Context: an optimization exercise on an open-source flow, tuned for small area. The choices shown serve that exercise and are no tape-out recipe.
In this exercise RTL edits were held to simulation tests only and were not proved equivalent to the original.
The clock input has no modelled driver; a real chip could not lean on it and would need a root buffer or a full tree.
Power and IR drop assume default switching activity.

## Top_FIFO_UART
module Top_FIFO_UART(
    input  wire clk,
    input  wire rst,
    output wire tx,
    input  wire rx
    );
For scale: about 90 flip-flops, roughly 4 I/O pins, ~0.0024 mm² of cells after synthesis.
export LEC_CHECK = 0
export CAP_MARGIN = 20
export CORE_MARGIN = 2
export CORE_UTILIZATION = 70
export PLACE_DENSITY = 0.9
export SLEW_MARGIN = 20
create_clock -name core_clock -period 10.0 [get_ports {clk}]
standard.sh (not shown) runs the stock make flow with config.mk's settings and CLKGATE_MAP_FILE= SYNTH_SCRIPT=/design/flow/synth_recipe.tcl, a recipe that flattens the netlist after the stock synthesis.
==> flow/flow/run.sh <==
#!/bin/bash
# The standard layout (standard.sh), with three changes that leave the
# registers exactly as the standard synthesis makes them:
#  - synthesis maps the logic with an area-oriented ABC script (area.abc)
#    and without the half/full-adder cells;
#  - the port buffers are the smallest buffer;
#  - the clock port drives three clock buffers, each at the centre of a
#    group of nearby registers, which drive the registers (cts.tcl),
#    instead of TritonCTS's tree.
set -euo pipefail
H=$(pwd)
ARGS=("BUFFER_PORTS_ARGS=-buffer_cell sky130_fd_sc_hd__buf_1")
MY_ABC_SCRIPT=$H/flow/area.abc make -C "$FLOW_HOME" DESIGN_CONFIG=$H/config.mk WORK_HOME=$H/orfs \
  CLKGATE_MAP_FILE= SYNTH_SCRIPT=$H/flow/synth.tcl ADDER_MAP_FILE= synth > $H/synth.log 2>&1
bash standard.sh "${ARGS[@]}" place > $H/place.log 2>&1
MY_CLK_BUFS="sky130_fd_sc_hd__clkbuf_8 sky130_fd_sc_hd__clkbuf_8 sky130_fd_sc_hd__clkbuf_8 sky130_fd_sc_hd__clkbuf_8" make -C "$FLOW_HOME" DESIGN_CONFIG=$H/config.mk WORK_HOME=$H/orfs \
  "${ARGS[@]}" RUN_SCRIPT=$H/flow/cts.tcl RUN_LOG_NAME_STEM=4_1_cts run > $H/cts.log 2>&1
bash standard.sh "${ARGS[@]}" finish > $H/finish.log 2>&1
Other scripts of this flow, unchanged in this note and not shown: flow/flow/area.abc, flow/flow/cts.tcl, flow/flow/synth.tcl
Rerun with:
--- a/flow/flow/run.sh
+++ b/flow/flow/run.sh
@@ -5,5 +5,5 @@
 #    and without the half/full-adder cells;
 #  - the port buffers are the smallest buffer;
-#  - the clock port drives three clock buffers, each at the centre of a
+#  - the clock port drives four clock buffers, each at the centre of a
 #    group of nearby registers, which drive the registers (cts.tcl),
 #    instead of TritonCTS's tree.
After rerunning:
- global-route usage does not change
- final area stays the same
- utilization stays the same
- via count stays the same
- sequential power barely changes
- clock skew stays the same
- register-to-register slack hardly moves
- area after synthesis stays the same
- routed wire length is unchanged
- count of clock-buffer cells in the layout does not change
In every run of this note, the design's own scripts or RTL, not TritonCTS, make the clock network.


job 8679:
Top_FIFO_UART, a different RTL version from the one above (not shown whole).
Size in the first run: about 90 flip-flops.
Design Top_FIFO_UART, start of the top module:
module Top_FIFO_UART(
    input  wire clk,
    input  wire rst,
    output wire tx,
    input  wire rx
    );
clock: 10.0 ns
lec_check: 0
abc_area: 1
cap_margin: 20
core_margin: 2
core_utilization: 40
slew_margin: 20
run.sh (not shown) runs the stock make flow with config.mk's settings and CLKGATE_MAP_FILE= SYNTH_SCRIPT=/design/flow/synth_recipe.tcl, a recipe that flattens the netlist after the stock synthesis.
Stock flow here: none of the scripts above is used.
Here is what was changed in the inputs of job 1044 compared with job 8679.
- removing ABC_AREA (formerly 1)
==> flow/flow/run.sh (new file) <==
#!/bin/bash
set -euo pipefail
H=$(pwd)
MY_ABC_SCRIPT=$H/flow/area.abc make -C "$FLOW_HOME" DESIGN_CONFIG=$H/config.mk WORK_HOME=$H/orfs \
  CLKGATE_MAP_FILE= SYNTH_SCRIPT=$H/flow/synth.tcl ADDER_MAP_FILE= synth > $H/synth.log 2>&1
bash standard.sh > $H/layout.log 2>&1
==> flow/flow/area.abc (new file) <==
strash
&get -n
&fraig -x
&put
dc2
strash
&get -n
&dch -f
&nf -R 1000
&put
==> flow/flow/synth.tcl (new file) <==
proc synth {args} { yosys synth -nofsm -noshare {*}$args }
proc abc {args} {
  set i [lsearch -exact $args -script]
  if { $i >= 0 && [info exists ::env(MY_ABC_SCRIPT)] } {
    set args [lreplace $args [expr {$i+1}] [expr {$i+1}] $::env(MY_ABC_SCRIPT)]
  }
  yosys abc {*}$args
}
source $::env(SCRIPTS_DIR)/synth.tcl
# left out here: clear keep_hierarchy, flatten, clean up, hide names made inside functions, write 1_2_yosys.v
==> flow/standard.sh (new file) <==
#!/bin/bash
# synth_recipe.tcl (not shown) runs the flow's synth.tcl, then flattens the netlist and writes it again
# the make line also repeats each setting of config.mk as NAME=value (left out here)
make -C /OpenROAD-flow-scripts/flow DESIGN_CONFIG=/design/flow/config.mk WORK_HOME=/design/flow/orfs CLKGATE_MAP_FILE= SYNTH_SCRIPT=/design/flow/synth_recipe.tcl "${@:-finish}"
removed: flow/run.sh
### Flow results
| layout net count | lower: job 1044 |
Job 1044 vs job 8679: clock skew down in job 1044
Job 1044 ended up with met1 as its busiest metal layer after global routing; job 8679 ended up with met2.
Job 1044 reports a lower synthesized area than job 8679 does.
| actual slew at the worst max-slew pin | higher: job 1044 |
Sequential share of layout area came out higher on job 1044 than on job 8679.
On job 1044: clock buffer count in the final layout is 1 higher than what job 8679 gave.
Between job 8679 and job 1044, clock-cell share of area increased.
Compared to job 8679, job 1044 has routed wire length 28% lower.
Against job 8679, number of placed instances with taps included in job 1044 fell by more than a quarter.
## Diff of input files: job 8900 against job 1044
- CORE_UTILIZATION: 40 -> 70
- ABC_CLOCK_PERIOD_IN_PS: unset -> 10000
- ABC_AREA: unset -> 1
==> flow/run.sh (new file) <==
#!/bin/bash
# synth_recipe.tcl (not shown) runs the flow's synth.tcl, then flattens the netlist and writes it again
# the make line also repeats each setting of config.mk as NAME=value (left out here)
make -C /OpenROAD-flow-scripts/flow DESIGN_CONFIG=/design/flow/config.mk WORK_HOME=/design/flow/orfs CLKGATE_MAP_FILE= SYNTH_SCRIPT=/design/flow/synth_recipe.tcl finish
removed: flow/flow/run.sh
removed: flow/flow/area.abc
removed: flow/flow/synth.tcl
removed: flow/standard.sh
==> comparison <==
Job 8900: no failed stages, no open violations at the end
Final hold slack essentially unchanged between job 1044 and job 8900.
Summary of the comparison: register-to-register path setup slack is higher in job 8900, relative to job 1044.
Relative area of non-clock buffer cells in the final design of job 1044 is on par with job 8900.
Diff job 1044 -> job 8900: final area higher, wire length of the first global-routing pass went up, met3 capacity usage during global routing picked up an extra 2.4 points, count of fill cells added during filler insertion shrank by 324, floorplan die height shrank by about 17%.
Worst setup slack: job 8900 vs job 1044 up 230 ps
Input changes introduced in job 2113 (baseline for comparison: job 8900):
- ABC_AREA no longer set, was 1
- CORE_UTILIZATION now 40, was 70
- ABC_CLOCK_PERIOD_IN_PS no longer set, was 10000
==> flow/flow/run.sh (new file) <==
#!/bin/bash
set -euo pipefail
H=$(pwd)
MY_ABC_SCRIPT=$H/flow/area.abc make -C "$FLOW_HOME" DESIGN_CONFIG=$H/config.mk WORK_HOME=$H/orfs \
  CLKGATE_MAP_FILE= SYNTH_SCRIPT=$H/flow/synth.tcl ADDER_MAP_FILE= synth > $H/synth.log 2>&1
bash standard.sh \
  "CTS_ARGS=-sink_clustering_enable -repair_clock_nets -dont_use_dummy_load -buf_list sky130_fd_sc_hd__clkbuf_8" \
  "BUFFER_PORTS_ARGS=-buffer_cell sky130_fd_sc_hd__buf_1" \
  finish > $H/layout.log 2>&1
==> flow/flow/area.abc (new file) <==
strash
&get -n
&fraig -x
&put
dc2
strash
&get -n
&dch -f
&nf -R 1000
&put
==> flow/flow/synth.tcl (new file) <==
proc synth {args} { yosys synth -nofsm -noshare {*}$args }
proc abc {args} {
  set i [lsearch -exact $args -script]
  if { $i >= 0 && [info exists ::env(MY_ABC_SCRIPT)] } {
    set args [lreplace $args [expr {$i+1}] [expr {$i+1}] $::env(MY_ABC_SCRIPT)]
  }
  yosys abc {*}$args
}
source $::env(SCRIPTS_DIR)/synth.tcl
# left out here: clear keep_hierarchy, flatten, clean up, hide names made inside functions, write 1_2_yosys.v
==> flow/standard.sh (new file) <==
#!/bin/bash
# synth_recipe.tcl (not shown) runs the flow's synth.tcl, then flattens the netlist and writes it again
# the make line also repeats each setting of config.mk as NAME=value (left out here)
make -C /OpenROAD-flow-scripts/flow DESIGN_CONFIG=/design/flow/config.mk WORK_HOME=/design/flow/orfs CLKGATE_MAP_FILE= SYNTH_SCRIPT=/design/flow/synth_recipe.tcl "${@:-finish}"
removed: flow/run.sh
Findings:
- Between job 8900 and job 2113, synthesis-to-layout area growth increased.
- In the tables for job 8900 and job 2113, met2 capacity usage during global routing reads lower with job 2113.
- Taking job 8900 over job 2113, the post-synthesis cell count ratio works out to 1.5.
- Setup slack in job 2113 is smaller than in job 8900.
- The sum of net half-perimeters after detailed placement number comes out higher for job 8900 vs job 2113.
Setup changes, job 2113 to job 6481
==> flow/run.sh (new file) <==
#!/bin/bash
# synth_recipe.tcl (not shown) runs the flow's synth.tcl, then flattens the netlist and writes it again
# the make line also repeats each setting of config.mk as NAME=value (left out here)
make -C /OpenROAD-flow-scripts/flow DESIGN_CONFIG=/design/flow/config.mk WORK_HOME=/design/flow/orfs CLKGATE_MAP_FILE= SYNTH_SCRIPT=/design/flow/synth_recipe.tcl finish
removed: flow/flow/run.sh
removed: flow/flow/area.abc
removed: flow/flow/synth.tcl
removed: flow/standard.sh
--- outcome ---
From job 2113 to job 6481 the numbers moved as follows: total wirelength of the detailed-routed design rose by 31%, proportion of power drawn by flip-flops and latches fell by 5.9 points, pin count of the biggest net entering global routing rose by 1.
Min placed cell area across job 2113 and job 6481: job 2113
Compared to job 2113, job 6481 leaves less free space in the core.
The leakage power total in job 6481 is 1.20 times that in job 2113.
Compared with job 2113, job 6481 shows a higher combinational group share of total power.
In job 6481, weighted congestion reported at the end of routability-driven placement is lower than in job 2113.
Cmp job 2113 and job 6481 / setup slack / lower: job 6481
[job 6481] total global routing track utilization rose 1.1 points relative to job 2113
Between job 2113 and job 6481, the net switching power is lower for job 2113.

==> afterwards: timing with drivers on the ports <==
The flow's constraints put no driver on any port. The routed layouts listed below were extracted and timed again, unchanged, in two steps.
Step 1 assumes that a clkbuf_16 drives the clock port and a buf_2 every other input.
Step 2 adds t to the input delays and takes it off the output delays; t is the mean of the earliest and latest rising clock arrival at the registers after step 1. Input paths then give back, and output paths get back, about the clock's delay inside the block.
Three values: ideal, step 1, step 2; two values: the first two.
| run | shift t [ns] | slack for setup (ns) | hold slack, ns | worst setup path after step 2 | slew at the worst register clock pin (ns) |
|---|---|---|---|---|---|
| the first run of note 1 | 0.220 | 6.598 / 6.598 / 6.598 | 0.336 / 0.336 / 0.336 | register to register | 0.12 / 0.12 |
| the second run of note 1 | 0.220 | 6.598 / 6.598 / 6.598 | 0.336 / 0.336 / 0.336 | register to register | 0.12 / 0.12 |
| job 8679 | 0.370 | 6.751 / 6.721 / 6.548 | 0.327 / 0.327 / 0.327 | input to register | 0.09 / 0.09 |
| job 1044 | 0.366 | 6.546 / 6.552 / 6.186 | 0.325 / 0.325 / 0.325 | input to register | 0.09 / 0.09 |
| job 8900 | 0.373 | 6.774 / 6.748 / 6.574 | 0.323 / 0.323 / 0.323 | input to register | 0.09 / 0.09 |
| job 2113 | 0.354 | 6.766 / 6.766 / 6.513 | 0.311 / 0.311 / 0.311 | input to register | 0.09 / 0.09 |
| job 6481 | 0.379 | 6.533 / 6.542 / 6.163 | 0.331 / 0.331 / 0.331 | input to register | 0.09 / 0.09 |
After both steps every run listed still meets setup and hold. The setup slack of job 6481, which loses most, moves by +0.009 ns with the drivers and by -0.370 ns with both steps.
